From an optimization exercise on the open Yosys and OpenROAD flow, aimed at small area, a short achievable clock period and few clock cycles; shortcuts taken in it are not production practice. The RTL was checked by simulation tests, not by an equivalence proof against the original design. Power figures rest on the tool's default switching activity, not on a simulated workload.

Setup of job 101:
## p18240_core
module p18240_core (
  input  logic        clock,
  input  logic        reset_L,
  output logic [15:0] mem_addr,
  output logic [15:0] mem_wdata,
  output logic        mem_re,
  output logic        mem_we,
  input  logic [15:0] mem_rdata,
  output logic        halted);
clock: 10.0 ns
lec_check: 0
abc_clock_period_in_ps: 4000
cap_margin: 20
core_margin: 2
core_utilization: 40
place_density: 0.6
setup_slack_margin: 5
slew_margin: 20
run.sh (not shown) runs the stock make flow with config.mk's settings and CLKGATE_MAP_FILE= SYNTH_SCRIPT=/design/flow/synth_recipe.tcl, a recipe that flattens the netlist after the stock synthesis.
Testbench counts of job 101, summed over its fixed seeds: cycles 26,823.
## Diff of input files: job 102 against job 101
-- flow/design.v --
<<< job 101, line 225
            (c.c_dec & ~ra[15] & sum[15]);
  end
  logic [15:0] pc_inc, pc_inc2, sp_pm, sp_imm;
  assign pc_inc  = pc + 16'd1;
  assign pc_inc2 = pc + 16'd2;
  assign sp_pm   = sp + ((c.push | c.jsr) ? 16'hFFFF : 16'h0001);   
  assign sp_imm  = add16(sp, mem_rdata, 1'b0);
  always_comb
>>> job 102, line 225
            (c.c_dec & ~ra[15] & sum[15]);
  end
  logic [15:0] pc_inc, pc_inc2, sp_inc, sp_dec, sp_imm;
  assign pc_inc  = pc + 16'd1;
  assign pc_inc2 = pc + 16'd2;
  assign sp_inc  = sp + 16'd1;
  assign sp_dec  = sp - 16'd1;
  assign sp_imm  = add16(sp, mem_rdata, 1'b0);
  always_comb
<<< job 101, line 245
  assign mem_we = (st_e1 & (c.str | c.push | c.jsr)) | (st_e2 & c.e2we);
  assign mem_re = ~mem_we & ~(st_e1 & c.stop) & ~(st_f & pend & ~aligned);
  always_comb begin
    mem_addr = ({16{st_f | st_fw | (st_e1 & (c.one & ~c.br | c.imm | c.spimm | c.addsp | btaken))
                    | (st_e2 & c.jsr)}} & pc)
             | ({16{st_e1 & c.br & ~taken}}        & pc_inc)
             | ({16{st_e1 & c.str}}                & ra)
             | ({16{st_e1 & c.ldr}}                & rb)
             | ({16{st_e1 & (c.pop | c.rtn)}}      & sp)
             | ({16{st_e1 & (c.push | c.jsr)}}     & sp_pm)
             | ({16{st_e2 & ~c.jsr}}               & t);
    mem_wdata = c.wd_ra ? ra : (c.jsr ? pc_inc : rb);
  end
>>> job 102, line 246
  assign mem_we = (st_e1 & (c.str | c.push | c.jsr)) | (st_e2 & c.e2we);
  assign mem_re = ~mem_we & ~(st_e1 & c.stop) & ~(st_f & pend & ~aligned);
  logic as_pc, as_br, as_ra, as_rb, as_sp, as_spd, as_t;
  always_ff @(posedge clock or negedge reset_L)
    if (~reset_L)
      {as_pc, as_br, as_ra, as_rb, as_sp, as_spd, as_t} <= 7'b1000000;
    else if (fetch) begin
      as_pc  <= ~(dec.br | dec.str | dec.ldr | dec.pop | dec.rtn | dec.push | dec.jsr);
      as_br  <= dec.br;
      as_ra  <= dec.str;
      as_rb  <= dec.ldr;
      as_sp  <= dec.pop | dec.rtn;
      as_spd <= dec.push | dec.jsr;
      as_t   <= 1'b0;
    end else begin
      as_pc  <= ~(st_e1 & c.to_e2 & ~c.jsr);
      as_br  <= 1'b0;
      as_ra  <= 1'b0;
      as_rb  <= 1'b0;
      as_sp  <= 1'b0;
      as_spd <= 1'b0;
      as_t   <= st_e1 & c.to_e2 & ~c.jsr;    
    end
  always_comb begin
    mem_addr = ({16{as_pc | (as_br & taken)}} & pc)
             | ({16{as_br & ~taken}}          & pc_inc)
             | ({16{as_ra}}                   & ra)
             | ({16{as_rb}}                   & rb)
             | ({16{as_sp}}                   & sp)
             | ({16{as_spd}}                  & sp_dec)
             | ({16{as_t}}                    & t);
    mem_wdata = c.wd_ra ? ra : (c.jsr ? pc_inc : rb);
  end
<<< job 101, line 267
      pc_n = pc;
    if (st_e1 & c.addsp)               sp_n = sp_imm;
    else if (st_e1 & (c.pop | c.rtn))  sp_n = sp_pm;
    else if (st_e1 & (c.push | c.jsr)) sp_n = sp_pm;
    else if (st_e1 & c.ldsp)           sp_n = ra;
    else                               sp_n = sp;
>>> job 102, line 288
      pc_n = pc;
    if (st_e1 & c.addsp)               sp_n = sp_imm;
    else if (st_e1 & (c.pop | c.rtn))  sp_n = sp_inc;
    else if (st_e1 & (c.push | c.jsr)) sp_n = sp_dec;
    else if (st_e1 & c.ldsp)           sp_n = ra;
    else                               sp_n = sp;
### Flow results
Min number of global-route vias before repair across job 101 and job 102: job 101
Each of the runs, namely job 101 and job 102, reached the end of the flow and came out clean.
X dimension of the die for job 102: 0.48% up relative to job 101
In the reports for job 101 and job 102, the smaller tightest slew margin relative to the limit belongs to job 101.
Clock power share essentially unchanged between job 102 and job 101.
Min worst hold slack across all endpoints across job 101 and job 102: job 102
| routed wire length | job 102 vs job 101 | worse |
Looking at die outline area across both flows, job 102 is the weaker of the two, with job 101 ahead.
Looking at path depth of the worst reg2reg path, job 102 sits 1 higher than job 101 does.
Total power on job 102 is up relative to job 101.
The synthesized area reported for job 102 is greater than that of job 101 by about 1%.
The transition time at the pin with the least slew margin of job 101 and that of job 102 are within noise of each other.
Testbench counts of job 102, summed over its fixed seeds: cycles 26,823.

==> what the ideal ports hide <==
The results above use ideal ports. As a check the final layouts listed here were re-extracted and re-timed, cells and wires unchanged. Step 1 assumes that a clkbuf_16 drives the clock port and a buf_2 every other input. Step 2 also shifts input and output timing later by t, the mid clock arrival at the registers, as if the neighbouring blocks saw the same clock. a / b / c = no drivers / after step 1 / after step 2; a / b = the first two.
run | t (ns) | setup slack, ns | worst hold slack (ns) | slew at the worst register clock pin (ns)
job 101 | 0.684 | 4.393 / 4.329 / 4.675 | 0.320 / 0.320 / 0.320 | 0.07 / 0.07
job 102 | 0.685 | 4.945 / 4.874 / 4.627 | 0.315 / 0.315 / 0.315 | 0.07 / 0.07
After both steps every run listed still meets setup and hold. The setup slack of job 102, which loses most, moves by -0.071 ns with the drivers and by -0.318 ns with both steps.
